Source: an optimization exercise on an open RTL-to-GDS flow (aim: small area and a short achievable clock period). Production flows keep margins and buffers that such runs may drop.
RTL that was checked went through simulation tests only; none was proved equivalent to the original.
The RTL of runs 2 to 5 and 7 was laid out without a check of its function.
Power and IR drop assume default switching activity.

==> design.v <==
module konya(DIN, Resetn, Clock, Run, Done, BusWires);
	input [15:0] DIN;
	input Resetn, Clock, Run;
	output Done;
	output [15:0] BusWires;
	reg [1:0] Tstep;
	reg L, b0;             
	reg [2:0] W, Y;        
	reg dsel;              
	reg dn;                
	reg Done;
	reg [15:0] R [0:7];
	reg [15:0] A;
	reg [15:0] BR;         
	reg zf;                
	reg gnew;              
	wire t0 = (Tstep == 2'd0);
	wire t1 = (Tstep == 2'd1);
	wire t2 = (Tstep == 2'd2);
	wire [2:0] op = DIN[15:13];
	wire [2:0] x = DIN[12:10];
	wire [2:0] y = DIN[9:7];
	wire op_mvi = (op == 3'd1);
	wire op_add = (op == 3'd2) | (op == 3'd3);
	wire op_st  = (op == 3'd4) | (op == 3'd5);
	wire op_nz  = (op == 3'd6);
	wire op_long = op_add | (op == 3'd7);
	wire [15:0] nd, nb;
	konya_nand2 bus_d [15:0] (.a(DIN), .b({16{dsel}}), .y(nd));
	konya_nand2 bus_b [15:0] (.a(BR), .b({16{dn}}), .y(nb));
	konya_nand2 bus_o [15:0] (.a(nd), .b(nb), .y(BusWires));
	wire zf_now = gnew ? ~|BR : zf;
	reg [1:0] Tn;
	reg dsel_n, Done_n;
	always @(*) begin
		Tn = 2'd0; dsel_n = 1'b1; Done_n = 1'b0;
		case (Tstep)
			2'd0: if (Run) begin
				Tn = 2'd1;
				Done_n = ~op_long;
				dsel_n = op_mvi | (op == 3'd7) | (op_nz & ~zf_now);
			end
			2'd1: if (L) begin
				Tn = 2'd2;
				dsel_n = 1'b0;
			end
			2'd2: begin
				Tn = 2'd3;
				dsel_n = ~b0; Done_n = b0;
			end
			2'd3: ;
		endcase
	end
	always @(posedge Clock, negedge Resetn)
		if (!Resetn) begin
			Tstep <= 2'd0; dsel <= 1'b1; dn <= 1'b0; Done <= 1'b0;
		end else begin
			Tstep <= Tn; dsel <= dsel_n; dn <= ~dsel_n; Done <= Done_n;
		end
	wire [2:0] ridx = t0 ? ((op_add | op_st) ? x : y) : Y;
	wire [7:0] rsel = {8{~t2}} & (8'd1 << ridx);
	wire [16:0] c;
	assign c[0] = 1'b0;
	genvar k;
	generate for (k = 0; k < 16; k = k + 1) begin : add
		assign c[k+1] = (A[k] & BR[k]) | (c[k] & (A[k] ^ BR[k]));
	end endgenerate
	wire [15:0] gv = A ^ BR ^ (c[15:0] & {16{b0}});
	wire [15:0] BRn;
	konya_andor9 rd (.sel({t2, rsel}),
		.d({gv, R[7], R[6], R[5], R[4], R[3], R[2], R[1], R[0]}), .q(BRn));
	always @(posedge Clock) begin
		if (t0) begin
			L  <= op_long;
			b0 <= op_add;
			W  <= op_st ? y : x;
			Y  <= y;
		end
		if (Done)
			R[W] <= BusWires;
		if (t1 & L & b0)
			A <= BR;
		BR <= BRn;
		gnew <= t2;
		zf <= zf_now;
	end
endmodule
module konya_andor9(sel, d, q);
	input [8:0] sel;
	input [9*16-1:0] d;
	output [15:0] q;
	genvar b;
	generate for (b = 0; b < 16; b = b + 1) begin : bt
		wire [2:0] n;
		konya_aoi222 g0 (.s(sel[2:0]), .d({d[32+b], d[16+b], d[b]}), .y(n[0]));
		konya_aoi222 g1 (.s(sel[5:3]), .d({d[80+b], d[64+b], d[48+b]}), .y(n[1]));
		konya_aoi222 g2 (.s(sel[8:6]), .d({d[128+b], d[112+b], d[96+b]}), .y(n[2]));
		assign q[b] = ~&n;
	end endgenerate
endmodule
module konya_aoi222(s, d, y);
	input [2:0] s, d;
	output y;
	assign y = ~|(s & d);
endmodule
module konya_nand2(a, b, y);
	input a, b;
	output y;
	assign y = ~(a & b);
endmodule
==> flow/run.sh <==
#!/bin/bash
set -euo pipefail
bash standard.sh \
  "CTS_ARGS=-sink_clustering_enable -repair_clock_nets -dont_use_dummy_load -sink_clustering_size 30 -sink_clustering_max_diameter 80 -buf_list sky130_fd_sc_hd__clkbuf_8" \
  finish > standard.log 2>&1
==> standard.sh <==
#!/bin/bash
# synth_recipe.tcl (not shown) runs the flow's synth.tcl, then flattens the netlist and writes it again
# the make line also repeats each setting of config.mk as NAME=value (left out here)
make -C /OpenROAD-flow-scripts/flow DESIGN_CONFIG=/design/flow/config.mk WORK_HOME=/design/flow/orfs CLKGATE_MAP_FILE= SYNTH_SCRIPT=/design/flow/synth_recipe.tcl "${@:-finish}"
==> config.mk <==
export PLATFORM = sky130hd
export DESIGN_NAME = konya
export DESIGN_NICKNAME = konya
export VERILOG_FILES = /design/flow/design.v
export SDC_FILE = /design/flow/constraint.sdc
export NUM_CORES = 4
export LEC_CHECK = 0
export CAP_MARGIN = 5
export CORE_MARGIN = 2
export CORE_UTILIZATION = 40
export CTS_BUF_LIST = sky130_fd_sc_hd__clkbuf_8
export CTS_CLUSTER_DIAMETER = 80
export CTS_CLUSTER_SIZE = 30
export SETUP_SLACK_MARGIN = 3.22
export SLEW_MARGIN = 5
export SYNTH_HIERARCHICAL = 1
export SYNTH_MINIMUM_KEEP_SIZE = 0
==> constraint.sdc <==
create_clock -name core_clock -period 6.0 [get_ports {Clock}]
set_input_delay 1.2000 -clock core_clock [delete_from_list [all_inputs] [get_ports {Clock}]]
set_output_delay 1.2000 -clock core_clock [all_outputs]
set_load 0.01 [all_outputs]
==> impl_metrics.json, run 1 <==
{
  "p_seq_share_pct": 45.3,
  "grt_usage_pct": 19.1,
  "holdBufCountCts": 0,
  "coreArea_um2": 16700,
  "gp_congestion": 0.761,
  "cp.required_ns": 4.80,
  "worstPathCellList": "buf_4 -> nand2_4 -> nand2_4 -> buf_6",
  "crit_family": "buffers and inverters",
  "ir_drop_mv": 0.195,
  "numCtsBuffers": 17,
  "cts.path.max_buffers": 2,
  "dp.cells": 704,
  "rrSetupSlack_ns": 3.41,
  "final.setup.tns_ns": 0,
  "drtIter0Drc": 451,
  "p_sw_uw": 1430,
  "cpMostUsedCell": "nand2_4",
  "slew_headroom_pct": 32.7,
  "grt_pass1_vias": 4418,
  "initial_core_util_pct": 41.2,
  "yosysUniqueCellTypes": 51,
  "synth.avg_cell_area_um2": 15.4,
  "ys_ff_latch": 175,
  "fillers": 1414,
  "nNetsFinal": 567,
  "crit_path_end_kind": "output port",
  "drv_slew": 0,
  "arrival_ns": 1.59,
  "critPathMaxStageDelay_ns": 0.13,
  "max_cap_viol_count": 0,
  "grt.overflow.total": 0,
  "fin_cells": 751,
  "drtPass1Iterations": 8,
  "die_x_um": 135,
  "diodes": 0,
  "clock_power_share_pct": 15.0,
  "ys_async_sr_fraction_pct": 2.86,
  "min_from": "R[4][12]$_DFFE_PP_",
  "grt_pass1_wl_um": 25200,
  "synth_commonest_cells": "edfxtp_1 (152), nand2_1 (67), a222oi_1 (48)",
  "leakagePower_uw": 0.00293,
  "num_rows": 47,
  "synth_top_area_cell": "edfxtp_1",
  "setup_viol": 0,
  "clkTransAtPathRegs_ns": 0.08,
  "multi_input_area_um2": 2110,
  "clkLatencyLatePin_ns": 0.46,
  "worst_slew_pin_slew_ns": 1.01,
  "io_pins": 36,
  "ant_nets": 0,
  "drt-total-wl_um": 16900,
  "r2r-start": "A[1]$_DFFE_PP_",
  "hold_ws_ns": 0.461,
  "htreeDepth": 4,
  "stdcell_area_um2": 8340,
  "p_int_uw": 2550,
  "ys.flop_type": "edfxtp_1",
  "rr_worst_depth": 8,
  "port_buffers": 35,
  "skew_ns": 0.0279,
  "post-route-period-util_pct": 46.5,
  "worst_r2r_endpoint": "BR[14]$_DFF_P_",
  "synth_area_leaders": "edfxtp_1 (66%), a222oi_1 (7.0%), dfxtp_1 (5.2%)",
  "via_per_inst": 5.84,
  "antenna_found_initial": 0,
  "cts_tree": "yes",
  "synth_warnings": 7,
  "worstHoldEndpoint": "BR[12]$_DFF_P_",
  "drive_gt1_share_pct": 26.9,
  "netlist.area_leader.share_pct": 66.3,
  "register_area_um2": 5060,
  "dr_total_vias": 4385,
  "combPwrFrac_pct": 39.7,
  "holdPathStages": 2,
  "rsz0062_at_grt": "true",
  "seq_area_frac_synth_pct": 73.4,
  "synth_area_um2": 6880,
  "worstSetupPathType": "in2out",
  "crit_fanout": 4,
  "synth_nets": 481,
  "die_y_um": 135,
  "max_clock_freq_mhz": 358,
  "period_needed_ns": 2.79,
  "utilization_pct": 49.9,
  "hold_viol": 0,
  "status": "finished clean",
  "yosysMostFrequentCell": "edfxtp_1",
  "place_area_um2": 7610,
  "cp-start-kind": "input port",
  "p_per_area_nw_per_um2": 477,
  "synthCells": 447,
  "hp-class": "reg2reg",
  "p_sw_share_pct": 35.9,
  "area_delta_synth_final_pct": 21.2,
  "synth_edf_count": 152,
  "grt_max_degree": 23,
  "routedWlPerCell_um": 22.4,
  "clock_sinks": 175,
  "drc_errors": 0,
  "cpMaxStageDelayCell": "buf_4",
  "dpl.hpwl_um": 10500,
  "fp.dieArea_um2": 18300,
  "critPathBufInv": 2,
  "root_buffer": "clkbuf_8"
}
==> worst max-delay path by stage <==
stage,slack (ns),cells past startpoint,end,startpoint
global route,3.18,4,BusWires[6],dsel$_DFF_PN1_
global placement,1.93,4,BusWires[15],DIN[15]
detailed placement,1.89,4,BusWires[15],DIN[15]
finish,3.21,4,BusWires[8],DIN[8]
CTS,3.18,4,BusWires[6],dsel$_DFF_PN1_
floorplan,3.20,7,BR[0]$_DFF_P_,DIN[14]
==> repair_timing <==
action / in CTS / in global routing
pin swaps: 31 / 6
hold endpoints to repair: 0 / 0
buffers inserted: 24 / 6
cloned: 0 / 0
setup endpoints to repair: 32 / 31
resized for setup: 209 / 9
==> power by group through the flow <==
stage / clock network [uW] / registers, uW / logic, uW
2_1_floorplan: 0 / 1740 / 843
3_3_place_gp: 0 / 1830 / 1230
3_5_place_dp: 0 / 1840 / 1260
4_1_cts: 608 / 1810 / 1500
5_1_grt: 654 / 1830 / 1710
6_report: 599 / 1800 / 1580
==> per-module statistics from Yosys, one instance, submodules excluded <==
| module | cell area (um2) | times used | cells | flip-flops and latches |
|---|---|---|---|---|
| konya | 6140 | 1 | 335 | 175 |
| konya_andor9 | 80.1 | 1 | 16 | 0 |
| konya_aoi222 | 10.0 | 48 | 1 | 0 |
| konya_nand2 | 3.75 | 48 | 1 | 0 |
==> cell usage in the layout (no fill, tap or decap), types with 2 or more instances in the layout <==
master / Yosys / layout
edfxtp_1: 152 / 152
a222oi_1: 48 / 48
nand2_1: 67 / 35
buf_4: 0 / 32
nand2_4: 0 / 22
nand3_1: 21 / 21
buf_6: 0 / 20
dfxtp_1: 18 / 18
clkbuf_8: 0 / 17
nor2_1: 26 / 16
ha_1: 15 / 15
xnor2_1: 14 / 14
a21oi_1: 10 / 10
nand2_2: 0 / 10
buf_2: 1 / 9
nor2_4: 0 / 8
a21o_1: 6 / 6
nand2b_1: 6 / 6
a22oi_1: 6 / 5
buf_12: 0 / 5
dfrtp_1: 4 / 3
mux2i_1: 3 / 3
mux2_2: 3 / 3
inv_1: 3 / 3
clkdlybuf4s50_1: 0 / 3
or2_4: 0 / 2
o31a_1: 2 / 2
a31oi_1: 2 / 2
and2_1: 2 / 2
a41oi_1: 2 / 2
xor2_1: 2 / 2
nor2_2: 0 / 2
nor3_4: 0 / 2
nor4_1: 2 / 2
or2_2: 2 / 2
==> registers in the layout, indices dropped and copies added, names as in the netlist, 3 cells and up, named ones only <==
| signal | count |
|---|---|
| R | 128 |
| Y | 3 |
| W | 3 |
| A | 16 |
| BR | 16 |
==> worst min-delay path: stages, from the launching register on <==
cell and delay (ns):
edfxtp_1 0.32, a222oi_1 0.06, nand3_1 0.07
==> routing by layer <==
layer,track usage (%),up-vias,wire length [um]
met5,0,-,0
met4,6.54,0,303
met3,3.93,27,1300
met2,32.0,170,8520
met1,24.8,2200,6730
li1,-,1988,-
==> per-stage QoR <==
| stage | power, uW | setup WS, ns |
|---|---|---|
| after floorplan | 2580 | 3.20 |
| after global placement | 3060 | 1.93 |
| after detailed placement | 3100 | 1.89 |
| after CTS | 3920 | 3.18 |
| after global routing | 4190 | 3.18 |
| final | 3980 | 3.21 |
==> logic make-up (layout without fill, tap and decap cells) <==
group	after synthesis	in the layout	synth area share, %
mux	7	7	1.15
xor+xnor	17	17	2.27
flops	175	175	73.4
fa+ha+maj	15	15	2.73
buf+inv	6	90	0.345
simple gates	138	138	8.89
compound gates	89	89	11.2
==> cell type report <==
cell class	count	share of cell area (%)
flip-flops and latches	175	60.6
multi-input cells	266	25.3
repair buffers	70	7.86
well taps	220	3.30
clock buffers	17	2.81
inverters	3	0.135
==> inputs of run 2 (changes only) <==
--- a/design.v
+++ b/design.v
@@ -31,2 +31,4 @@
 	konya_nand2 bus_o [15:0] (.a(nd), .b(nb), .y(BusWires));
+	wire [15:0] wd;
+	konya_nand2 bus_w [15:0] (.a(nd), .b(nb), .y(wd));
 	wire zf_now = gnew ? ~|BR : zf;
@@ -79,3 +81,3 @@
 		if (Done)
-			R[W] <= BusWires;
+			R[W] <= wd;
 		if (t1 & L & b0)
--- a/config.mk
+++ b/config.mk
@@ -7,3 +7,3 @@
 export LEC_CHECK = 0
-export CAP_MARGIN = 5
+export CAP_MARGIN = 20
 export CORE_MARGIN = 2
@@ -14,3 +14,3 @@
 export SETUP_SLACK_MARGIN = 3.22
-export SLEW_MARGIN = 5
+export SLEW_MARGIN = 20
 export SYNTH_HIERARCHICAL = 1
==> run 2 against run 1 <==
  * Final area increased by 2.4%
  * Register-to-register slack lost 0.12 ns
  * Highest routed layer unchanged
  * Largest cell class unchanged
  * Die area increased by 0.85%
  * Clock-buffer cell count stayed put
  * Maximum frequency down 0.81%
  * Critical path type is now reg2out
  * Global-route usage decreased by 0.14 points
  * Largest power group unchanged
  * Still clean on timing, DRC and antenna
  * Setup slack worse by 0.023 ns
  * Critical endpoint is now BusWires[7]
  * Non-clock buffer count is 37 higher
==> impl_metrics.json, run 2 <==
{
  "status": "finished clean",
  "synth.avg_cell_area_um2": 15.0,
  "worstHoldEndpoint": "BR[4]$_DFF_P_",
  "drc_errors": 0,
  "worstSetupPathType": "reg2out",
  "drt-met1-wl_um": 6730,
  "grt_pass1_vias": 4561,
  "yosysUniqueCellTypes": 51,
  "synth_nets": 497,
  "fp.dieArea_um2": 18400,
  "ir_drop_mv": 0.149,
  "grt_pass1_wl_um": 25400,
  "die_y_um": 136,
  "routedWlPerCell_um": 20.8,
  "rrSetupSlack_ns": 3.29,
  "p_total_uw": 3970,
  "max_cap_viol_count": 0,
  "num_rows": 48,
  "dr_total_vias": 4558,
  "holdPathStages": 2,
  "netlist.area_leader.share_pct": 65.8,
  "io_pins": 36,
  "ys_ff_latch": 175,
  "final_common_cell": "edfxtp_1",
  "dp.cells": 730,
  "ys_async_sr_fraction_pct": 2.86,
  "synth_top_area_cell": "edfxtp_1",
  "htreeDepth": 4,
  "ys.flop_type": "edfxtp_1",
  "area_delta_synth_final_pct": 23.0,
  "synth_area_leaders": "edfxtp_1 (66%), a222oi_1 (6.9%), dfxtp_1 (5.2%)",
  "cts_tree": "yes",
  "skew_ns": 0.0246,
  "largest_reg_flops": 128,
  "dpl.hpwl_um": 10700,
  "slew_headroom_pct": 49.6,
  "grt_usage_pct": 18.9,
  "worst_r2r_endpoint": "R[1][11]$_DFFE_PP_",
  "fin_cells": 809,
  "drive_gt1_share_pct": 29.1,
  "leakagePower_uw": 0.00313,
  "clkTransAtPathRegs_ns": 0.09,
  "final_cell_mix": "edfxtp_1 (152), buf_4 (69), nand2_1 (62), a222oi_1 (48), nand3_1 (21)",
  "synth_area_um2": 6940,
  "post-route-period-util_pct": 46.9,
  "numCtsBuffers": 17,
  "drtIter0Drc": 672,
  "top_layer": "met4",
  "diodes": 0,
  "cp.required_ns": 4.80,
  "hold_ws_ns": 0.456,
  "die_x_um": 136,
  "grt.overflow.total": 0,
  "rsz0062_at_grt": "true",
  "gp_congestion": 0.797,
  "synth_edf_count": 152,
  "max_clock_freq_mhz": 355,
  "yosysMostFrequentCell": "edfxtp_1",
  "hold_viol": 0,
  "p_per_area_nw_per_um2": 465,
  "via_per_inst": 5.63,
  "final.setup.tns_ns": 0,
  "synth_warnings": 7,
  "crit_fanout": 16,
  "clkLatencyLatePin_ns": 0.45,
  "initial_core_util_pct": 40.6,
  "grt_max_degree": 23,
  "ant_nets": 0,
  "period_needed_ns": 2.82,
  "dr_wl_met2_um": 8660,
  "top_regs": "R (128), A (16), BR (16)",
  "worst_slew_pin_slew_ns": 0.755,
  "drt-total-wl_um": 16900,
  "port_buffers": 35,
  "coreArea_um2": 17100,
  "nNetsFinal": 620,
  "seq_area_frac_synth_pct": 72.8,
  "synthCells": 463,
  "setup_viol": 0,
  "synth_commonest_cells": "edfxtp_1 (152), nand2_1 (83), a222oi_1 (48)",
  "arrival_ns": 1.62,
  "top_register": "R",
  "clock_sinks": 175,
  "r2r-start": "dsel$_DFF_PN1_",
  "drv_slew": 0,
  "drtPass1Iterations": 6,
  "root_buffer": "clkbuf_8",
  "cp-start-kind": "register",
  "cts.path.max_buffers": 2,
  "hp-class": "reg2reg",
  "crit_path_end_kind": "output port",
  "wl_met3_um": 1060,
  "min_from": "R[4][4]$_DFFE_PP_",
  "rr_worst_depth": 13,
  "antenna_found_initial": 0
}
==> run 2: cell count changes in the layout (fill, tap and decap cells not counted), moves of 2 or more <==
cell,delta
a21oi_2,+2
buf_4,+37
buf_2,+7
nor2_2,-2
nand2_1,+27
nor3_4,-2
nand2_4,-15
buf_6,-7
nor3_2,+2
nand2_2,+4
a21oi_1,-2
==> run 2: kinds of logic (layout without fill, tap and decap cells) <==
| logic type | after synthesis | count (layout) | share of synthesized area [%] |
|---|---|---|---|
| AOI/OAI and AO/OA | 89 | 89 | 11.1 |
| xor gates and xnor gates | 17 | 17 | 2.25 |
| adders and majority gates | 15 | 15 | 2.70 |
| buffers and inverters | 6 | 127 | 0.342 |
| DFF | 175 | 175 | 72.8 |
| muxes | 7 | 7 | 1.14 |
| and+or+nand+nor | 154 | 154 | 9.68 |
==> run 2: how the worst max path moves through the flow <==
stage / startpoint / to / depth (start not counted)
2_1_floorplan: DIN[14] / BR[0]$_DFF_P_ / 7
3_3_place_gp: DIN[14] / BusWires[14] / 4
3_5_place_dp: DIN[14] / BR[15]$_DFF_P_ / 8
4_1_cts: DIN[14] / BusWires[14] / 4
5_1_grt: dsel$_DFF_PN1_ / BusWires[7] / 4
6_report: dsel$_DFF_PN1_ / BusWires[7] / 4
==> run 2: report_power, final <==
| part | internal [uW] | total [uW] | switching [uW] |
|---|---|---|---|
| clock network | 251 | 598 | 348 |
| registers | 1630 | 1800 | 167 |
| logic | 671 | 1570 | 901 |
| total | 2550 | 3970 | 1420 |
==> run 2: per-stage QoR <==
stage	instance area (um2)	util [%]	setup slack, ns
after floorplan	6990	-	3.20
after global placement	7690	45.0	2.19
after detailed placement	7690	45.0	2.13
after CTS	8430	49.2	3.17
after global routing	8540	49.9	3.14
final	8540	49.9	3.18
==> run 2: layout make-up <==
cell class              count  area (um2)
fillers                  1413        8580
inverters                   3        11.3
clock buffers              17         234
well taps                 225         282
multi-input cells         282        2060
repair buffers            107         890
flip-flops and latches    175        5060
==> run 2: modules after synthesis, one instance, submodules excluded <==
module | cell area (um2) | cells
konya | 6140 | 335
konya_andor9 | 80.1 | 16
konya_aoi222 | 10.0 | 1
konya_nand2 | 3.75 | 1
==> run 2: per-layer routing <==
layer / vias up / GRT usage [%]
met4: 0 / 7.06
met1: 2249 / 23.6
met2: 174 / 32.5
met5: - / 0
met3: 27 / 3.89
li1: 2108 / -
==> run 2: timing repair <==
item	CTS	global route
resized for setup	178	12
pin swaps	22	6
hold buffers	0	0
buffers inserted	56	6
endpoints found under the hold margin	0	0
setup endpoints to repair	32	62
==> run 2: critical path: stages (launching register included) <==
cell,delay (ns)
dfstp_4,0.77
buf_4,0.17
nand2_4,0.07
nand2_4,0.07
buf_6,0.10
==> inputs of run 3 (changes only) <==
--- a/design.v
+++ b/design.v
@@ -31,4 +31,2 @@
 	konya_nand2 bus_o [15:0] (.a(nd), .b(nb), .y(BusWires));
-	wire [15:0] wd;
-	konya_nand2 bus_w [15:0] (.a(nd), .b(nb), .y(wd));
 	wire zf_now = gnew ? ~|BR : zf;
@@ -69,3 +67,4 @@
 	end endgenerate
-	wire [15:0] gv = A ^ BR ^ (c[15:0] & {16{b0}});
+	wire [15:0] p = A ^ BR;
+	wire [15:0] gv = p ^ c[15:0];
 	wire [15:0] BRn;
@@ -81,3 +80,3 @@
 		if (Done)
-			R[W] <= wd;
+			R[W] <= BusWires;
 		if (t1 & L & b0)
@@ -85,4 +84,4 @@
 		BR <= BRn;
-		gnew <= t2;
-		zf <= zf_now;
+		gnew <= t2 & b0;
+		zf <= (t2 & ~b0) ? ~|p : zf_now;
 	end
--- a/config.mk
+++ b/config.mk
@@ -13,3 +13,3 @@
 export CTS_CLUSTER_SIZE = 30
-export SETUP_SLACK_MARGIN = 3.22
+export SETUP_SLACK_MARGIN = 3.15
 export SLEW_MARGIN = 20
==> run 3 against run 2 <==
  * The layout now fails its checks (setup timing)
  * Largest cell class unchanged
  * Setup slack got worse by 3.2 ns
  * Flip-flop and latch count unchanged
  * Largest power group unchanged
  * Synthesized cell count down 14%
  * Highest routed layer unchanged
  * Wire length rose by 1.2%
==> impl_metrics.json, run 3 <==
{
  "status": "finished with violations",
  "violations": "setup timing",
  "die_x_um": 134,
  "slew_headroom_pct": 49.8,
  "die_y_um": 134,
  "synthCells": 399,
  "nNetsFinal": 546,
  "seq_area_frac_synth_pct": 74.7,
  "clock_power_share_pct": 15.7,
  "clock_sinks": 175,
  "combPwrFrac_pct": 37.0,
  "yosysMostFrequentCell": "edfxtp_1",
  "p_int_uw": 2490,
  "cts_tree": "yes",
  "setup_viol": 1,
  "synth_top_area_cell": "edfxtp_1",
  "synth_top_family_by_area": "compound AO/OA/AOI/OAI gates",
  "clkTransAtPathRegs_ns": 0.08,
  "dpl.hpwl_um": 10300,
  "skew_ns": 0.0283,
  "final_cell_mix": "edfxtp_1 (152), buf_4 (49), a222oi_1 (48), nand2_1 (23), nand2_4 (23)",
  "cp-start-kind": "register",
  "dp.cells": 669,
  "grt.overflow.total": 0,
  "numCtsBuffers": 17,
  "period_needed_ns": 6.04,
  "synth.avg_cell_area_um2": 16.9,
  "yosysUniqueCellTypes": 36,
  "synth_warnings": 7,
  "post-route-period-util_pct": 101,
  "io_pins": 36,
  "p_total_uw": 3850,
  "fin_cells": 716,
  "htreeDepth": 4,
  "ys_async_sr_fraction_pct": 2.86,
  "synthAdderAreaFrac_pct": 6.92,
  "drtPass1Iterations": 8,
  "antenna_found_initial": 0,
  "coreArea_um2": 16500,
  "holdBufCountCts": 0,
  "grt_max_degree": 18,
  "arrival_ns": 6.36,
  "hold_viol": 0,
  "initial_core_util_pct": 40.9,
  "synth_area_um2": 6760,
  "top_register": "R",
  "ys_ff_latch": 175,
  "rsz0062_at_grt": "true",
  "grt_usage_pct": 19.9,
  "p_sw_uw": 1360,
  "crit_fanout": 1,
  "drt-total-wl_um": 17100,
  "largest_reg_flops": 128,
  "drv_slew": 0,
  "max_clock_freq_mhz": 166,
  "diodes": 0,
  "area_delta_synth_final_pct": 22.5,
  "synth_commonest_cells": "edfxtp_1 (152), nand2_1 (55), a222oi_1 (48)",
  "synth_compound_area_share_pct": 8.68,
  "synth_nets": 447,
  "p_seq_share_pct": 47.3,
  "p_per_area_nw_per_um2": 465,
  "synth-simple-area-share_pct": 7.66,
  "num_rows": 47,
  "synth_xor_area_share_pct": 0.500,
  "hp-class": "reg2reg",
  "drtIter0Drc": 616,
  "clkLatencyLatePin_ns": 0.47,
  "drc_errors": 0,
  "fp.dieArea_um2": 18000,
  "p_sw_share_pct": 35.3,
  "top_regs": "R (128), A (16), BR (16)",
  "port_buffers": 35,
  "netlist.area_leader.share_pct": 67.5,
  "routedWlPerCell_um": 23.8,
  "setup_slack_ns": -0.0367,
  "dr_total_vias": 4089,
  "drive_gt1_share_pct": 33.3,
  "gp_congestion": 0.813,
  "dp_slack_ns": -0.0497,
  "grt_pass1_wl_um": 25400,
  "via_per_inst": 5.71,
  "leakagePower_uw": 0.00291,
  "crit_path_end_kind": "register",
  "ys.flop_type": "edfxtp_1",
  "hold_ws_ns": 0.457,
  "ant_nets": 0,
  "worst_slew_pin_slew_ns": 0.753,
  "ir_drop_mv": 0.188,
  "cp.required_ns": 6.33,
  "synth_edf_count": 152,
  "root_buffer": "clkbuf_8",
  "synth_area_leaders": "edfxtp_1 (68%), a222oi_1 (7.1%), dfxtp_1 (5.3%)",
  "fillers": 1342,
  "worstSetupPathType": "reg2reg",
  "max_cap_viol_count": 0,
  "final_common_cell": "edfxtp_1",
  "cts.path.max_buffers": 2,
  "synth.area.mux_share_pct": 1.02,
  "grt_pass1_vias": 4203
}
==> run 3: path summary, 6_finish.rpt <==
path / cells after the start / to / slack [ns] / startpoint
max in group asynchronous: 1 / dsel$_DFF_PN1_ / 4.77 / Resetn
min in group asynchronous: 1 / Done$_DFF_PN0_ / 0.97 / Resetn
hold / removal: 2 / BR[8]$_DFF_P_ / 0.46 / R[4][8]$_DFFE_PP_
hold reg to reg: 2 / BR[8]$_DFF_P_ / 0.46 / R[4][8]$_DFFE_PP_
setup / recovery: 20 / BR[15]$_DFF_P_ / -0.04 / A[0]$_DFFE_PP_
setup reg to reg: 20 / BR[15]$_DFF_P_ / -0.04 / A[0]$_DFFE_PP_
==> run 3: per-layer routing <==
metal	part of all wire, %	vias to the layer above	track usage (%)
li1	-	1817	-
met1	43	2072	26.1
met2	49	162	32.6
met3	5.7	38	4.46
met4	2.9	0	7.62
met5	0	-	0
==> run 3: cell families (layout without fill, tap and decap cells) <==
group	after synthesis	count (layout)
AOI/OAI and AO/OA	62	62
xor gates and xnor gates	3	3
adders and majority gates	29	29
buffers and inverters	9	106
DFF	175	175
muxes	6	6
and+or+nand+nor	115	115
==> run 3: through the flow <==
stage                     utilization (%)  instance area (um2)  setup TNS [ns]
after detailed placement             46.0                 7600         -0.0497
final                                50.1                 8280         -0.0367
after global routing                 50.1                 8280          -0.416
after CTS                            49.3                 8150         -0.0568
after floorplan                         -                 6820               0
after global placement               46.0                 7600               0
==> run 3: what timing repair did <==
item | CTS | global route
buffers inserted | 27 | 3
pin swaps | 29 | 20
gates resized for setup | 185 | 29
cloned | 0 | 0
endpoints found under the setup margin | 32 | 21
==> run 3: area by class of cell <==
| class | instances | area (um2) | area share [%] |
|---|---|---|---|
| repair buffers | 80 | 642 | 7.75 |
| clock buffers | 17 | 234 | 2.83 |
| multi-input cells | 215 | 2040 | 24.6 |
| flip-flops and latches | 175 | 5060 | 61.1 |
| inverters | 9 | 33.8 | 0.408 |
| well taps | 220 | 275 | 3.33 |
==> run 3: critical path, stage by stage, from the launching register on <==
cell and delay [ns]:
edfxtp_1 0.38, ha_2 0.20, fa_2 0.35, fa_2 0.35, fa_2 0.35, fa_2 0.35
fa_2 0.34, fa_2 0.36, fa_2 0.35, fa_2 0.35, fa_2 0.35, fa_2 0.34
fa_2 0.34, inv_2 0.06, fa_2 0.19, inv_2 0.04, fa_2 0.34, fa_2 0.35
xnor2_1 0.13, a222oi_1 0.29, nand3_1 0.10
==> run 3: power groups by stage <==
| stage | combinational [uW] | clock [uW] | sequential, uW |
|---|---|---|---|
| after floorplan | 662 | 0 | 1780 |
| after global placement | 1140 | 0 | 1840 |
| after detailed placement | 1160 | 0 | 1850 |
| after CTS | 1340 | 611 | 1830 |
| after global routing | 1540 | 656 | 1850 |
| final | 1420 | 605 | 1820 |
==> run 3: per-module statistics from Yosys, one instance, submodules excluded <==
module | cells | flops+latches
konya_andor9 | 16 | 0
konya | 287 | 175
konya_aoi222 | 1 | 0
konya_nand2 | 1 | 0
==> inputs of run 4 (changes only) <==
==> run.sh (new file) <==
#!/bin/bash
# synth_recipe.tcl (not shown) runs the flow's synth.tcl, then flattens the netlist and writes it again
# the make line also repeats each setting of config.mk as NAME=value (left out here)
make -C /OpenROAD-flow-scripts/flow DESIGN_CONFIG=/design/flow/config.mk WORK_HOME=/design/flow/orfs CLKGATE_MAP_FILE= SYNTH_SCRIPT=/design/flow/synth_recipe.tcl finish
removed: flow/run.sh
removed: standard.sh
==> run 4 against run 3 <==
  * Still fails the layout checks on setup timing
  * Setup slack got worse by 0.0053 ns
  * Critical path depth did not move
  * Hold slack improved by 0.024 ns
  * Global-route usage rose by 0.18 points
  * Final cell count rose by 2.4%
  * Wire length rose by 1.2%
  * Combinational power barely moved
  * Clock-buffer cell count did not move
  * Maximum frequency barely moved
  * Die area did not move
  * Sequential power barely moved
  * Largest cell class unchanged
==> impl_metrics.json, run 4 <==
{
  "synth_area_um2": 6760,
  "clkTransAtPathRegs_ns": 0.09,
  "final_common_cell": "edfxtp_1",
  "ys.flop_type": "edfxtp_1",
  "synth_top_area_cell": "edfxtp_1",
  "setup_viol": 1,
  "netlist.area_leader.share_pct": 67.5,
  "synth_warnings": 7,
  "diodes": 0,
  "leakagePower_uw": 0.00298,
  "rrSetupSlack_ns": -0.04,
  "synth_edf_count": 152,
  "dpl.hpwl_um": 10300,
  "root_buffer": "clkbuf_8",
  "synth_area_leaders": "edfxtp_1 (68%), a222oi_1 (7.1%), dfxtp_1 (5.3%)",
  "antenna_found_initial": 0,
  "ys_async_sr_fraction_pct": 2.86,
  "drv_slew": 0,
  "post-route-period-util_pct": 101,
  "endpoint": "BR[15]$_DFF_P_",
  "initial_core_util_pct": 40.9,
  "max_clock_freq_mhz": 166,
  "arrival_ns": 6.38,
  "top_register": "R",
  "worst_slew_pin_slew_ns": 0.766,
  "die_x_um": 134,
  "final.setup.tns_ns": -0.0420,
  "cp-start-kind": "register",
  "area_delta_synth_final_pct": 24.5,
  "gp_congestion": 0.813,
  "dr_total_vias": 4169,
  "htreeDepth": 4,
  "ir_drop_mv": 0.191,
  "synth_commonest_cells": "edfxtp_1 (152), nand2_1 (55), a222oi_1 (48)",
  "final_cell_mix": "edfxtp_1 (152), buf_4 (50), a222oi_1 (48), nand2_1 (26), dfxtp_1 (18)",
  "cts_tree": "yes",
  "io_pins": 36,
  "coreArea_um2": 16500,
  "grt_usage_pct": 20.1,
  "numCtsBuffers": 17,
  "rsz0062_at_grt": "true",
  "status": "finished with violations",
  "ant_nets": 0,
  "hold_viol": 0,
  "nNetsFinal": 548,
  "crit_start": "A[0]$_DFFE_PP_",
  "period_needed_ns": 6.04,
  "max_cap_viol_count": 0,
  "skew_ns": 0.0121,
  "worst_r2r_endpoint": "BR[15]$_DFF_P_",
  "worstSetupPathType": "reg2reg",
  "synth_nets": 447,
  "violations": "setup timing",
  "crit_fanout": 1,
  "synth.avg_cell_area_um2": 16.9,
  "via_per_inst": 5.69,
  "slew_headroom_pct": 48.9,
  "synthCells": 399,
  "yosysUniqueCellTypes": 36,
  "multi_input_area_um2": 1960,
  "clock_sinks": 175,
  "setup_slack_ns": -0.0420,
  "drive_gt1_share_pct": 34.5,
  "dp_slack_ns": -0.0497,
  "ys_ff_latch": 175,
  "drtPass1Iterations": 7,
  "num_rows": 47,
  "holdBufCountCts": 0,
  "grt.overflow.total": 0,
  "fp.dieArea_um2": 18000,
  "grt_pass1_vias": 4238,
  "hp-class": "reg2reg",
  "fillers": 1328,
  "register_area_um2": 5060,
  "crit_path_end_kind": "register",
  "top_regs": "R (128), A (16), BR (16)",
  "p_per_area_nw_per_um2": 489,
  "r2r-start": "A[0]$_DFFE_PP_",
  "drc_errors": 0,
  "seq_area_frac_synth_pct": 74.7,
  "rr_worst_depth": 20,
  "grt_max_degree": 18,
  "largest_reg_flops": 128,
  "clkLatencyLatePin_ns": 0.46,
  "grt_pass1_wl_um": 25700,
  "die_y_um": 134,
  "yosysMostFrequentCell": "edfxtp_1",
  "drtIter0Drc": 689,
  "routedWlPerCell_um": 23.5,
  "cts.path.max_buffers": 2,
  "drt-total-wl_um": 17300,
  "port_buffers": 35,
  "cp.required_ns": 6.34
}
==> run 4: cell counts after synthesis <==
No cell type changed its count.
==> run 4: worst min path at each step <==
stage	start	endpoint	slack (ns)	cells after the start
2_1_floorplan	R[4][0]$_DFFE_PP_	BR[0]$_DFF_P_	0.44	2
3_5_place_dp	R[4][8]$_DFFE_PP_	BR[8]$_DFF_P_	0.46	2
3_3_place_gp	R[7][15]$_DFFE_PP_	BR[15]$_DFF_P_	0.45	2
4_1_cts	R[4][9]$_DFFE_PP_	BR[9]$_DFF_P_	0.48	2
6_report	R[7][6]$_DFFE_PP_	BR[6]$_DFF_P_	0.48	2
5_1_grt	R[7][12]$_DFFE_PP_	BR[12]$_DFF_P_	0.51	2
==> run 4: cells by family after synthesis <==
family	synth area share [%]
adder cells (fa/ha/maj)	6.92
AND/OR/NAND/NOR	7.66
multiplexers	1.02
flip-flops	74.7
buffers and inverters	0.500
XOR/XNOR	0.500
AO/OA/AOI/OAI	8.68
==> run 4: routing by layer <==
metal | up-vias | share of wire, % | track usage, %
li1 | 1832 | - | -
met1 | 2147 | 42 | 26.5
met2 | 157 | 49 | 32.9
met3 | 33 | 6.0 | 4.08
met4 | 0 | 2.6 | 7.62
met5 | - | 0 | 0
==> run 4: modules after synthesis, one instance, submodules excluded <==
module | flip-flops and latches | cells
konya_nand2 | 0 | 1
konya | 175 | 287
konya_andor9 | 0 | 16
konya_aoi222 | 0 | 1
==> run 4: report_power, final <==
group | switching (uW) | internal, uW
logic | 829 | 591
clock network | 434 | 458
registers | 165 | 1640
==> run 4: critical path, cell delays in order, from the launching register on <==
cell      delay, ns
edfxtp_1       0.39
ha_2           0.21
fa_2           0.35
fa_2           0.35
fa_2           0.35
fa_2           0.35
fa_2           0.34
fa_2           0.36
fa_2           0.36
fa_2           0.35
fa_2           0.35
fa_2           0.34
fa_2           0.34
inv_2          0.06
fa_2           0.19
inv_2          0.04
fa_2           0.34
fa_2           0.35
xnor2_1        0.13
a222oi_1       0.29
nand3_1        0.10
==> run 4: per-stage QoR <==
| step | hold WS (ns) | cell area [um2] | total power (uW) | util (%) | std cells |
|---|---|---|---|---|---|
| floorplan | 0.440 | 6820 | 2440 | - | 399 |
| global placement | 0.445 | 7600 | 2970 | 46.0 | 669 |
| detailed placement | 0.456 | 7600 | 3000 | 46.0 | 669 |
| CTS | 0.478 | 8370 | 4080 | 50.6 | 729 |
| global route | 0.508 | 8410 | 4330 | 50.9 | 733 |
| finish | 0.481 | 8410 | 4110 | 50.9 | 733 |
==> run 4: cell type report <==
cell class / count / share of cell area, %
Sequential cell: 175 / 60.1
Multi-Input combinational cell: 215 / 23.3
Timing Repair Buffer: 82 / 7.70
Tap cell: 220 / 3.27
Clock buffer: 17 / 2.78
Clock inverter: 15 / 2.45
Inverter: 9 / 0.401
==> run 4: what timing repair did <==
action                                  in CTS  in global routing
endpoints found under the setup margin      32                 27
gates resized for setup                    186                  8
pin swaps                                   28                 14
setup buffers                               28                  4
==> inputs of run 5 (changes only) <==
--- a/design.v
+++ b/design.v
@@ -59,4 +59,7 @@
 		end
-	wire [2:0] ridx = t0 ? ((op_add | op_st) ? x : y) : Y;
-	wire [7:0] rsel = {8{~t2}} & (8'd1 << ridx);
+	wire rxf = op[2] ^ op[1];
+	wire [7:0] xdec = 8'd1 << x;
+	wire [7:0] ydec = 8'd1 << y;
+	wire [7:0] Ydec = 8'd1 << Y;
+	wire [7:0] rsel = t0 ? (rxf ? xdec : ydec) : ({8{~t2}} & Ydec);
 	wire [16:0] c;
@@ -67,4 +70,3 @@
 	end endgenerate
-	wire [15:0] p = A ^ BR;
-	wire [15:0] gv = p ^ c[15:0];
+	wire [15:0] gv = A ^ BR ^ (c[15:0] & {16{b0}});
 	wire [15:0] BRn;
@@ -84,4 +86,4 @@
 		BR <= BRn;
-		gnew <= t2 & b0;
-		zf <= (t2 & ~b0) ? ~|p : zf_now;
+		gnew <= t2;
+		zf <= zf_now;
 	end
--- a/config.mk
+++ b/config.mk
@@ -13,3 +13,3 @@
 export CTS_CLUSTER_SIZE = 30
-export SETUP_SLACK_MARGIN = 3.15
+export SETUP_SLACK_MARGIN = 3.3
 export SLEW_MARGIN = 20
==> run 5 against run 4 <==
  * Now clean on timing, DRC and antenna
  * Synthesized area grew 2.4%
  * Critical path depth is 16 lower
  * Clock-buffer cell count is the same
==> impl_metrics.json, run 5 <==
{
  "status": "finished clean",
  "netlist.area_leader.share_pct": 65.9,
  "root_buffer": "clkbuf_8",
  "routedWlPerCell_um": 22.4,
  "synthCells": 450,
  "drv_slew": 0,
  "grt.overflow.total": 0,
  "crit_path_end_kind": "output port",
  "die_x_um": 136,
  "clkLatencyLatePin_ns": 0.47,
  "worst_r2r_endpoint": "BR[13]$_DFF_P_",
  "cp-start-kind": "input port",
  "grt_usage_pct": 20.6,
  "leakagePower_uw": 0.00315,
  "gp_congestion": 0.843,
  "num_rows": 48,
  "top_layer": "met4",
  "synth_area_leaders": "edfxtp_1 (66%), a222oi_1 (6.9%), dfxtp_1 (5.2%)",
  "diodes": 0,
  "arrival_ns": 1.58,
  "grt_pass1_vias": 4630,
  "grt_pass1_wl_um": 27100,
  "htreeDepth": 4,
  "synth_nets": 484,
  "fillers": 1425,
  "top_register": "R",
  "synth_edf_count": 152,
  "nNetsFinal": 599,
  "synth_top_area_cell": "edfxtp_1",
  "setup_viol": 0,
  "crit_fanout": 5,
  "hold_viol": 0,
  "ys_async_sr_fraction_pct": 2.86,
  "numCtsBuffers": 17,
  "stdcell_area_um2": 8880,
  "register_area_um2": 5060,
  "seq_area_frac_synth_pct": 73.0,
  "grt_max_degree": 24,
  "dpl.hpwl_um": 10300,
  "utilization_pct": 51.9,
  "drt-total-wl_um": 18000,
  "ys_ff_latch": 175,
  "period_needed_ns": 2.78,
  "drt-met1-wl_um": 7720,
  "drive_gt1_share_pct": 32.4,
  "clock_sinks": 175,
  "via_per_inst": 5.75,
  "coreArea_um2": 17100,
  "initial_core_util_pct": 40.4,
  "post-route-period-util_pct": 46.4,
  "synth_commonest_cells": "edfxtp_1 (152), nand2_1 (70), a222oi_1 (48)",
  "io_pins": 36,
  "max_cap_viol_count": 0,
  "holdPathStages": 2,
  "synth_warnings": 7,
  "worstHoldEndpoint": "BR[4]$_DFF_P_",
  "dr_wl_met2_um": 8820,
  "p_per_area_nw_per_um2": 457,
  "worstSetupPathType": "in2out",
  "wl_met3_um": 994,
  "fp.dieArea_um2": 18400,
  "rsz0062_at_grt": "true",
  "ir_drop_mv": 0.225,
  "port_buffers": 35,
  "largest_reg_flops": 128,
  "place_area_um2": 7720,
  "drtPass1Iterations": 5,
  "drc_errors": 0,
  "synth_area_um2": 6920,
  "dr_total_vias": 4616,
  "ys.flop_type": "edfxtp_1",
  "clkTransAtPathRegs_ns": 0.08,
  "skew_ns": 0.0137,
  "min_from": "R[4][4]$_DFFE_PP_",
  "cp.required_ns": 4.80,
  "rrSetupSlack_ns": 3.46,
  "die_y_um": 136,
  "slew_headroom_pct": 35.6,
  "yosysMostFrequentCell": "edfxtp_1",
  "r2r-start": "b0$_DFFE_PP_",
  "ant_nets": 0,
  "top_regs": "R (128), A (16), BR (16)",
  "synth.avg_cell_area_um2": 15.4,
  "final.setup.tns_ns": 0,
  "worst_slew_pin_slew_ns": 0.966,
  "multi_input_area_um2": 2240,
  "cts_tree": "yes",
  "rr_worst_depth": 7,
  "drtIter0Drc": 489,
  "final_cell_mix": "edfxtp_1 (152), buf_4 (56), a222oi_1 (48), nand2_1 (37)",
  "cts.path.max_buffers": 2,
  "area_delta_synth_final_pct": 28.3,
  "antenna_found_initial": 0,
  "yosysUniqueCellTypes": 51,
  "hold_ws_ns": 0.472,
  "final_common_cell": "edfxtp_1",
  "hp-class": "reg2reg",
  "max_clock_freq_mhz": 359
}
## run 5: cell count changes after synthesis, moves of 5 or more
| cell | change |
|---|---|
| fa_1 | -14 |
| nand3_1 | +5 |
| o22ai_1 | +7 |
| nand2_1 | +15 |
| a31oi_1 | +6 |
| xnor2_1 | +11 |
| a22oi_1 | +5 |
| a21oi_1 | +7 |
| inv_1 | -5 |
| nor3_1 | -7 |
## run 5: critical path, stage by stage
cell and delay (ns):
buf_6 0.11, nand2_4 0.07, nand2_4 0.07, buf_6 0.12
## run 5: metrics by stage
step           setup WS [ns]  cells  power, uW
6_report                3.22    803       4060
5_1_grt                 3.19    803       4270
4_1_cts                 3.23    786       3970
3_5_place_dp            1.94    718       2950
3_3_place_gp            1.98    718       2920
2_1_floorplan           3.30    450       2490
## run 5: cell families after synthesis
group | after synthesis | synth area share [%]
simple gates | 133 | 8.66
compound gates | 98 | 12.1
xor+xnor | 17 | 2.26
buf+inv | 7 | 0.488
fa+ha+maj | 15 | 2.71
flops | 175 | 73.0
mux | 5 | 0.777
## run 5: routing by layer
layer | up-vias | track usage, %
met2 | 147 | 33.1
met4 | 0 | 7.70
met3 | 27 | 4.68
met1 | 2349 | 27.4
li1 | 2093 | -
met5 | - | 0
## run 5: per-module statistics from Yosys, one instance, submodules excluded
module / flops+latches / area (um2) / cells inside
konya: 175 / 6180 / 338
konya_andor9: 0 / 80.1 / 16
konya_aoi222: 0 / 10.0 / 1
konya_nand2: 0 / 3.75 / 1
## run 5: worst max-delay path by stage
stage	from	end	slack (ns)	cells past startpoint
finish	DIN[9]	BusWires[9]	3.22	4
global route	dsel$_DFF_PN1_	BusWires[9]	3.19	4
CTS	dsel$_DFF_PN1_	BusWires[9]	3.23	4
detailed placement	DIN[15]	BusWires[15]	1.94	4
global placement	DIN[15]	BusWires[15]	1.98	4
floorplan	DIN[14]	BR[0]$_DFF_P_	3.30	6
## run 5: repair_timing
| action | CTS | global route |
|---|---|---|
| pin swaps | 36 | 12 |
| buffers inserted | 35 | 17 |
| resized for setup | 235 | 9 |
| cloned | 1 | 0 |
| hold buffers | 0 | 0 |
| setup endpoints to repair | 32 | 32 |
## run 5: power breakdown
part	total, uW	switching [uW]	internal, uW
Sequential	1790	160	1630
Clock	752	454	298
Combinational	1510	839	674
## run 5: cell type report
class / count / area share (%)
Timing Repair Buffer: 97 / 10.4
Inverter: 5 / 0.211
Clock inverter: 15 / 1.41
Sequential cell: 175 / 56.9
Tap cell: 225 / 3.17
Clock buffer: 17 / 2.63
Multi-Input combinational cell: 269 / 25.3
==> inputs of run 6 (changes only) <==
--- a/design.v
+++ b/design.v
@@ -59,7 +59,4 @@
 		end
-	wire rxf = op[2] ^ op[1];
-	wire [7:0] xdec = 8'd1 << x;
-	wire [7:0] ydec = 8'd1 << y;
-	wire [7:0] Ydec = 8'd1 << Y;
-	wire [7:0] rsel = t0 ? (rxf ? xdec : ydec) : ({8{~t2}} & Ydec);
+	wire [2:0] ridx = t0 ? ((op_add | op_st) ? x : y) : Y;
+	wire [7:0] rsel = {8{~t2}} & (8'd1 << ridx);
 	wire [16:0] c;
==> flow/run.sh (new file) <==
#!/bin/bash
# The standard layout (standard.sh: the ORFS flow, with the standard
# synthesis), with three changes to how the layout is made:
#  - the port buffers are buf_4 cells instead of the delay cells that
#    buffer_ports picks by default,
#  - the timing repair may resize a cell to one with another footprint,
#  - clock tree synthesis adds no dummy loads.
# make's own output goes to standard.log; each ORFS step keeps its log
# under orfs/logs.
set -euo pipefail
bash standard.sh \
  "BUFFER_PORTS_ARGS=-buffer_cell sky130_fd_sc_hd__buf_4" \
  "MATCH_CELL_FOOTPRINT=0" \
  "CTS_ARGS=-sink_clustering_enable -repair_clock_nets -dont_use_dummy_load -sink_clustering_size 30 -sink_clustering_max_diameter 80 -buf_list sky130_fd_sc_hd__clkbuf_8" \
  finish > standard.log 2>&1
==> standard.sh (new file) <==
#!/bin/bash
# synth_recipe.tcl (not shown) runs the flow's synth.tcl, then flattens the netlist and writes it again
# the make line also repeats each setting of config.mk as NAME=value (left out here)
make -C /OpenROAD-flow-scripts/flow DESIGN_CONFIG=/design/flow/config.mk WORK_HOME=/design/flow/orfs CLKGATE_MAP_FILE= SYNTH_SCRIPT=/design/flow/synth_recipe.tcl "${@:-finish}"
removed: run.sh
==> run 6 against run 5 <==
  * Combinational power grew 17%
  * Largest power group unchanged
  * Power rose by 2.4%
  * Non-clock buffer count stayed put
==> impl_metrics.json, run 6 <==
{
  "status": "finished clean",
  "dr_total_vias": 4634,
  "drv_slew": 0,
  "hp-class": "reg2reg",
  "ir_drop_mv": 0.159,
  "seq_area_frac_synth_pct": 73.4,
  "met3_usage_pct": 4.64,
  "largest_reg_flops": 128,
  "fillers": 1357,
  "ys.flop_type": "edfxtp_1",
  "stdcell_area_um2": 8710,
  "place_area_um2": 7540,
  "max_cap_viol_count": 0,
  "arrival_ns": 3.11,
  "hold_ws_ns": 0.461,
  "synth.avg_cell_area_um2": 15.4,
  "holdBufCountCts": 0,
  "worstSetupPathType": "in2reg",
  "setup_viol": 0,
  "p_per_area_nw_per_um2": 477,
  "diodes": 0,
  "utilization_pct": 52.2,
  "io_pins": 36,
  "rrSetupSlack_ns": 3.42,
  "synth_nets": 481,
  "worst_slew_pin_slew_ns": 0.789,
  "clkTransAtPathRegs_ns": 0.08,
  "critPathMaxStageDelay_ns": 0.60,
  "routedWlPerCell_um": 23.0,
  "skew_ns": 0.0167,
  "final.setup.tns_ns": 0,
  "cpMaxStageDelayCell": "a222oi_1",
  "synth_warnings": 7,
  "yosysUniqueCellTypes": 51,
  "final_cell_mix": "edfxtp_1 (152), buf_4 (57), a222oi_1 (48), nand2_1 (33)",
  "leakagePower_uw": 0.00313,
  "synth_area_leaders": "edfxtp_1 (66%), a222oi_1 (7.0%), dfxtp_1 (5.2%)",
  "synth_edf_count": 152,
  "antenna_found_initial": 0,
  "min_from": "R[4][11]$_DFFE_PP_",
  "p_total_uw": 4150,
  "slew_headroom_pct": 47.4,
  "drtPass1Iterations": 6,
  "initial_core_util_pct": 41.2,
  "area_delta_synth_final_pct": 26.6,
  "via_per_inst": 5.95,
  "top_usage_layer": "met2",
  "crit_family": "compound AO/OA/AOI/OAI gates",
  "grt.overflow.total": 0,
  "rsz0062_at_grt": "true",
  "clkLatencyLatePin_ns": 0.45,
  "post-route-period-util_pct": 46.6,
  "critPathBufInv": 1,
  "ant_nets": 0,
  "worstPathCellList": "buf_12 -> xnor2_4 -> mux2_4 -> a22oi_2 -> or2_4 -> nor2_4 -> a222oi_1 -> nand3_1",
  "fp.dieArea_um2": 18300,
  "yosysMostFrequentCell": "edfxtp_1",
  "gp_congestion": 0.765,
  "coreArea_um2": 16700,
  "nNetsFinal": 595,
  "holdPathStages": 2,
  "grtUsageMet1_pct": 27.5,
  "max_clock_freq_mhz": 357,
  "clock_sinks": 175,
  "netlist.area_leader.share_pct": 66.3,
  "num_rows": 47,
  "synth_commonest_cells": "edfxtp_1 (152), nand2_1 (67), a222oi_1 (48)",
  "numCtsBuffers": 17,
  "worstHoldEndpoint": "BR[11]$_DFF_P_",
  "cp.required_ns": 6.32,
  "crit_fanout": 8,
  "rr_worst_depth": 8,
  "cts.path.max_buffers": 2,
  "grt_pass1_vias": 4430,
  "dpl.hpwl_um": 10700,
  "r2r-start": "Tstep[0]$_DFF_PN0_",
  "grt_use_met2_pct": 30.3,
  "final_common_cell": "edfxtp_1",
  "root_buffer": "clkbuf_8",
  "drt-total-wl_um": 17900,
  "drtIter0Drc": 731,
  "period_needed_ns": 2.80,
  "ys_ff_latch": 175,
  "die_x_um": 135,
  "grt_usage_pct": 19.7,
  "grt_max_degree": 23,
  "cts_tree": "yes",
  "synth_area_um2": 6880,
  "top_regs": "R (128), A (16), BR (16)",
  "top_register": "R",
  "ys_async_sr_fraction_pct": 2.86,
  "synth_top_area_cell": "edfxtp_1",
  "htreeDepth": 4,
  "die_y_um": 135,
  "grt_pass1_wl_um": 26200,
  "synthCells": 447,
  "worst_r2r_endpoint": "BR[15]$_DFF_P_",
  "port_buffers": 35,
  "crit_path_end_kind": "register",
  "cp-start-kind": "input port",
  "drc_errors": 0,
  "drive_gt1_share_pct": 32.2,
  "hold_viol": 0
}
[run 6: area by class of cell]
class | instances | area [um2] | share of cell area [%]
Sequential cell | 175 | 5060 | 58.0
Clock buffer | 17 | 234 | 2.69
Tap cell | 220 | 275 | 3.16
Inverter | 3 | 11.3 | 0.129
Multi-Input combinational cell | 267 | 2180 | 25.0
Timing Repair Buffer | 97 | 960 | 11.0
[run 6: cells by family (layout without fill, tap and decap cells)]
logic type | Yosys count | after routing | synth area share, %
mux | 7 | 7 | 1.15
buf+inv | 6 | 117 | 0.345
flops | 175 | 175 | 73.4
simple gates | 138 | 139 | 8.89
fa+ha+maj | 15 | 15 | 2.73
xor+xnor | 17 | 17 | 2.27
compound gates | 89 | 89 | 11.2
[run 6: metal layers]
layer,share of wire [%],vias up
li1,-,2043
met1,44,2350
met2,48,216
met3,7.0,25
met4,1.8,0
met5,0,-
[run 6: per-module statistics from Yosys, one instance, submodules excluded]
module        cells  times used
konya           335           1
konya_nand2       1          48
konya_aoi222      1          48
konya_andor9     16           1
[run 6: worst max path at each step]
stage	endpoint	depth (start not counted)	slack, ns	startpoint
after global routing	BR[15]$_DFF_P_	9	3.16	DIN[14]
after detailed placement	BR[15]$_DFF_P_	8	2.52	DIN[14]
after floorplan	BR[0]$_DFF_P_	7	3.20	DIN[14]
after CTS	BusWires[7]	4	3.21	dsel$_DFF_PN1_
final	BR[6]$_DFF_P_	8	3.20	DIN[14]
after global placement	BR[15]$_DFF_P_	7	2.55	DIN[14]
[run 6: metrics by stage]
stage	worst slack, ns	std cells
after global routing	3.16	779
after CTS	3.21	763
after floorplan	3.20	447
after detailed placement	2.52	709
after global placement	2.55	709
final	3.20	779
[run 6: power breakdown]
group / switching, uW / total (uW) / internal, uW / leakage (uW)
clock network: 347 / 598 / 250 / 0.000122
registers: 160 / 1790 / 1630 / 0.00160
logic: 1000 / 1770 / 762 / 0.00141
total: 1510 / 4150 / 2640 / 0.00313
[run 6: worst register-to-register path: stages, from the launching register on]
cell and delay (ns):
dfrtp_1 0.50, nor2_4 0.46, nor2_1 0.17, a21o_2 0.30
nand2_2 0.15, nor2_4 0.06, buf_12 0.15, a222oi_1 0.51
nand3_1 0.15
[run 6: what timing repair did]
item | 4_1_cts | 5_1_grt
cloned | 0 | 1
buffers inserted | 37 | 15
gates resized for setup | 108 | 18
pin swaps | 34 | 24
setup endpoints to repair | 32 | 32
==> inputs of run 7 (changes only) <==
--- a/design.v
+++ b/design.v
@@ -11,3 +11,3 @@
 	reg Done;
-	reg [15:0] R [0:7];
+	reg [127:0] Rf;        
 	reg [15:0] A;
@@ -70,14 +70,20 @@
 	konya_andor9 rd (.sel({t2, rsel}),
-		.d({gv, R[7], R[6], R[5], R[4], R[3], R[2], R[1], R[0]}), .q(BRn));
+		.d({gv, Rf}), .q(BRn));
+	wire [7:0] rwe = {8{Done}} & (8'd1 << W);
+	wire [127:0] rwe_b, Rfn;
+	genvar r;
+	generate for (r = 0; r < 8; r = r + 1) begin : rw
+		assign rwe_b[16*r +: 16] = {16{rwe[r]}};
+	end endgenerate
+	konya_hold hR [127:0] (.d({8{BusWires}}), .we(rwe_b), .q(Rf), .wen(~rwe_b), .y(Rfn));
+	wire awe = t1 & L & b0;
+	wire [15:0] An;
+	konya_hold hA [15:0] (.d(BR), .we({16{awe}}), .q(A), .wen({16{~awe}}), .y(An));
+	wire [7:0] In;
+	konya_hold hI [7:0] (.d({op_long, op_add, (op_st ? y : x), y}), .we({8{t0}}),
+		.q({L, b0, W, Y}), .wen({8{~t0}}), .y(In));
 	always @(posedge Clock) begin
-		if (t0) begin
-			L  <= op_long;
-			b0 <= op_add;
-			W  <= op_st ? y : x;
-			Y  <= y;
-		end
-		if (Done)
-			R[W] <= BusWires;
-		if (t1 & L & b0)
-			A <= BR;
+		{L, b0, W, Y} <= In;
+		Rf <= Rfn;
+		A <= An;
 		BR <= BRn;
@@ -110 +116,6 @@
 endmodule
+module konya_hold(d, we, q, wen, y);
+	input d, we, q, wen;
+	output y;
+	assign y = (d & we) | (q & wen);
+endmodule
==> flow/run.sh (replaced) <==
#!/bin/bash
set -euo pipefail
bash standard.sh \
  "CTS_ARGS=-sink_clustering_enable -repair_clock_nets -dont_use_dummy_load -sink_clustering_size 30 -sink_clustering_max_diameter 80 -buf_list sky130_fd_sc_hd__clkbuf_8" \
  finish > standard.log 2>&1
--- a/config.mk
+++ b/config.mk
@@ -13,3 +13,3 @@
 export CTS_CLUSTER_SIZE = 30
-export SETUP_SLACK_MARGIN = 3.3
+export SETUP_SLACK_MARGIN = 3.22
 export SLEW_MARGIN = 20
==> run 7 against run 6 <==
  * Sequential share of layout area fell by 16 points
  * Final cell count is 21% higher
  * Synthesized cell count up 41%
  * Clock power up 3%
  * Critical path type is now in2out
  * Via count rose by 31%
  * Global-route usage increased by 3.6 points
  * Largest cell class unchanged
  * Wire length increased by 18%
  * Critical endpoint is now BusWires[7]
  * Utilization shrank 2.2 points
  * Critical path depth fell by 4
==> impl_metrics.json, run 7 <==
{
  "status": "finished clean",
  "hold_ws_ns": 0.477,
  "leakagePower_uw": 0.00364,
  "arrival_ns": 1.58,
  "rrSetupSlack_ns": 3.48,
  "ys_ff_latch": 175,
  "synth_warnings": 7,
  "rr_worst_depth": 8,
  "crit_path_end_kind": "output port",
  "synth_area_leaders": "dfxtp_1 (50%), a22o_1 (20%), a222oi_1 (7.0%)",
  "holdPathStages": 1,
  "critPathBufInv": 2,
  "die_y_um": 135,
  "seq_area_frac_synth_pct": 51.5,
  "via_per_inst": 6.44,
  "fillers": 1478,
  "top_regs": "Rf (128), A (16), BR (16)",
  "ys_async_sr_fraction_pct": 2.86,
  "crit_family": "buffers and inverters",
  "numCtsBuffers": 17,
  "post-route-period-util_pct": 46.3,
  "skew_ns": 0.0303,
  "root_buffer": "clkbuf_8",
  "clock_sinks": 175,
  "synth_nets": 663,
  "hp-class": "reg2reg",
  "antenna_found_initial": 0,
  "final.setup.tns_ns": 0,
  "synth_area_um2": 6850,
  "io_pins": 36,
  "drv_slew": 0,
  "clkTransAtPathRegs_ns": 0.07,
  "ant_nets": 0,
  "coreArea_um2": 16600,
  "rsz0062_at_grt": "true",
  "netlist.area_leader.share_pct": 49.7,
  "drive_gt1_share_pct": 20.1,
  "grt_pass1_vias": 5638,
  "num_rows": 47,
  "period_needed_ns": 2.78,
  "drt-met1-wl_um": 9560,
  "cp-start-kind": "input port",
  "area_delta_synth_final_pct": 21.4,
  "slew_headroom_pct": 54.0,
  "ys.flop_type": "dfxtp_1",
  "cts_tree": "yes",
  "stdcell_area_um2": 8320,
  "final_cell_mix": "dfxtp_1 (170), a22o_1 (153), a222oi_1 (48), nand2_1 (43), buf_4 (39)",
  "gp_congestion": 0.868,
  "fin_cells": 941,
  "top_layer": "met4",
  "place_area_um2": 7590,
  "synth_commonest_cells": "dfxtp_1 (170), a22o_1 (153), nand2_1 (75)",
  "worstSetupPathType": "in2out",
  "drtPass1Iterations": 7,
  "port_buffers": 35,
  "drtIter0Drc": 999,
  "hold_viol": 0,
  "top_register": "Rf",
  "htreeDepth": 4,
  "wl_met3_um": 2320,
  "routedWlPerCell_um": 22.6,
  "ir_drop_mv": 0.193,
  "yosysUniqueCellTypes": 52,
  "die_x_um": 135,
  "critPathMaxStageDelay_ns": 0.12,
  "initial_core_util_pct": 41.2,
  "dpl.hpwl_um": 13700,
  "final_common_cell": "dfxtp_1",
  "fp.dieArea_um2": 18200,
  "synth_top_area_cell": "dfxtp_1",
  "max_cap_viol_count": 0,
  "diodes": 0,
  "grt_usage_pct": 23.4,
  "dr_wl_met2_um": 8890,
  "crit_fanout": 4,
  "dp_slack_ns": 1.91,
  "grt.overflow.total": 0,
  "cts.path.max_buffers": 2,
  "dp.cells": 897,
  "clkLatencyLatePin_ns": 0.46,
  "drt-total-wl_um": 21300,
  "largest_reg_flops": 128,
  "synth_edf_count": 0,
  "worst_slew_pin_slew_ns": 0.689,
  "yosysMostFrequentCell": "dfxtp_1",
  "grt_pass1_wl_um": 32800,
  "max_clock_freq_mhz": 360,
  "p_per_area_nw_per_um2": 564,
  "cp.depth": 4,
  "setup_viol": 0,
  "worstPathCellList": "buf_6 -> nand2_4 -> nand2_4 -> buf_6",
  "drc_errors": 0,
  "synthCells": 629,
  "cpMaxStageDelayCell": "buf_6",
  "synth.avg_cell_area_um2": 10.9,
  "cp.required_ns": 4.80,
  "nNetsFinal": 757,
  "grt_max_degree": 26,
  "dr_total_vias": 6061,
  "holdBufCountCts": 0,
  "setup_slack_ns": 3.22
}
==> run 7: changes by cell type after synthesis, moves of 5 or more <==
cell / previous run / this run
a22oi_1: 6 / 1
dfxtp_1: 18 / 170
xnor2_1: 14 / 9
edfxtp_1: 152 / 0
inv_1: 3 / 14
a22o_1: 1 / 153
nand2_1: 67 / 75
nor2b_1: 2 / 7
o21ai_0: 1 / 7
==> run 7: layer usage <==
| layer | GRT usage (%) | up-vias |
|---|---|---|
| li1 | - | 2710 |
| met1 | 34.3 | 2948 |
| met2 | 32.3 | 360 |
| met3 | 7.02 | 43 |
| met4 | 8.01 | 0 |
| met5 | 0 | - |
==> run 7: logic make-up (layout without fill, tap and decap cells) <==
kind of cell	count (synthesis)	after routing	share of synthesized area [%]
AO/OA/AOI/OAI	251	251	32.0
XOR/XNOR	14	14	1.90
adder cells (fa/ha/maj)	15	15	2.74
buffers and inverters	18	109	1.04
flip-flops	175	175	51.5
multiplexers	7	7	1.08
AND/OR/NAND/NOR	149	150	9.70
==> run 7: timing repair <==
action / CTS / global route
buffers inserted: 21 / 5
cloned: 1 / 0
resized for setup: 220 / 16
pin swaps: 24 / 9
endpoints found under the setup margin: 32 / 24
==> run 7: path summary, 6_finish.rpt <==
check                                     start               to
worst max-delay path                     DIN[7]      BusWires[7]
min in group asynchronous                Resetn   Done$_DFF_PN0_
max in group asynchronous                Resetn   dsel$_DFF_PN1_
worst max register to register    BR[1]$_DFF_P_   BR[14]$_DFF_P_
worst min register to register  Rf[125]$_DFF_P_  Rf[125]$_DFF_P_
worst min-delay path            Rf[125]$_DFF_P_  Rf[125]$_DFF_P_
==> run 7: final cells by class <==
type,instances,area (um2),share of cell area (%)
well taps,220,275,3.31
multi-input cells,437,3500,42.0
flip-flops and latches,175,3540,42.5
clock buffers,17,234,2.81
repair buffers,78,727,8.74
inverters,14,52.6,0.631
==> run 7: report_power, final <==
part / switching, uW / internal, uW / total (uW)
Sequential: 424 / 1740 / 2170
Clock: 363 / 251 / 614
Combinational: 1010 / 901 / 1910
==> run 7: stage by stage <==
stage	total power [uW]	utilization (%)
after floorplan	3200	-
after global placement	3770	45.6
after detailed placement	3800	45.6
after CTS	4600	49.3
after global routing	4950	50.0
final	4690	50.0
==> run 7: Yosys stat by module (local to each module, per instance) <==
| module | cell area [um2] | times used | flip-flops and latches | cells inside |
|---|---|---|---|---|
| konya_nand2 | 3.75 | 48 | 0 | 1 |
| konya_andor9 | 80.1 | 1 | 0 | 16 |
| konya_aoi222 | 10.0 | 48 | 0 | 1 |
| konya | 4780 | 1 | 175 | 365 |
| konya_hold | 8.76 | 152 | 0 | 1 |
==> run 7: worst register-to-register path, delay by kind of cell, from the launching register on <==
| family | cells | cell delay, ns |
|---|---|---|
| AND/OR/NAND/NOR | 1 | 0.13 |
| flip-flops | 1 | 0.37 |
| AO/OA/AOI/OAI | 6 | 1.52 |
| adder cells (fa/ha/maj) | 1 | 0.35 |

==> what the ideal ports hide <==
How much do the figures lean on ideal ports? The routed layouts below were timed once more, with nothing changed but the port constraints. Step 1 sets driving cells, clkbuf_16 on the clock port and buf_2 on the other inputs (assumed; they add their load-dependent delay and slew). Step 2, shift: input delay + t, output delay - t, t = (earliest + latest rising clock arrival at the registers) / 2. This alone moves slack from input paths to output paths. Slacks: ideal ports / drivers / drivers and shift; pairs: ideal ports / drivers.
| run | t (ns) | slack for setup (ns) | worst slew at a driven data input, ns |
|---|---|---|---|
| run 1 | 0.478 | 3.207 / 3.177 / 2.809 | 0.05 |
| run 2 | 0.471 | 3.184 / 3.145 / 2.774 | 0.06 |
| run 3 | 0.486 | -0.037 / -0.037 / -0.037 | 0.05 |
| run 4 | 0.493 | -0.042 / -0.042 / -0.042 | 0.05 |
| run 5 | 0.499 | 3.217 / 3.161 / 2.784 | 0.08 |
| run 6 | 0.483 | 3.201 / 3.178 / 2.712 | 0.06 |
| run 7 | 0.480 | 3.221 / 3.179 / 2.743 | 0.06 |
For run 6, which loses most, drivers alone change the setup slack by -0.023 ns; drivers and shift together by -0.489 ns.
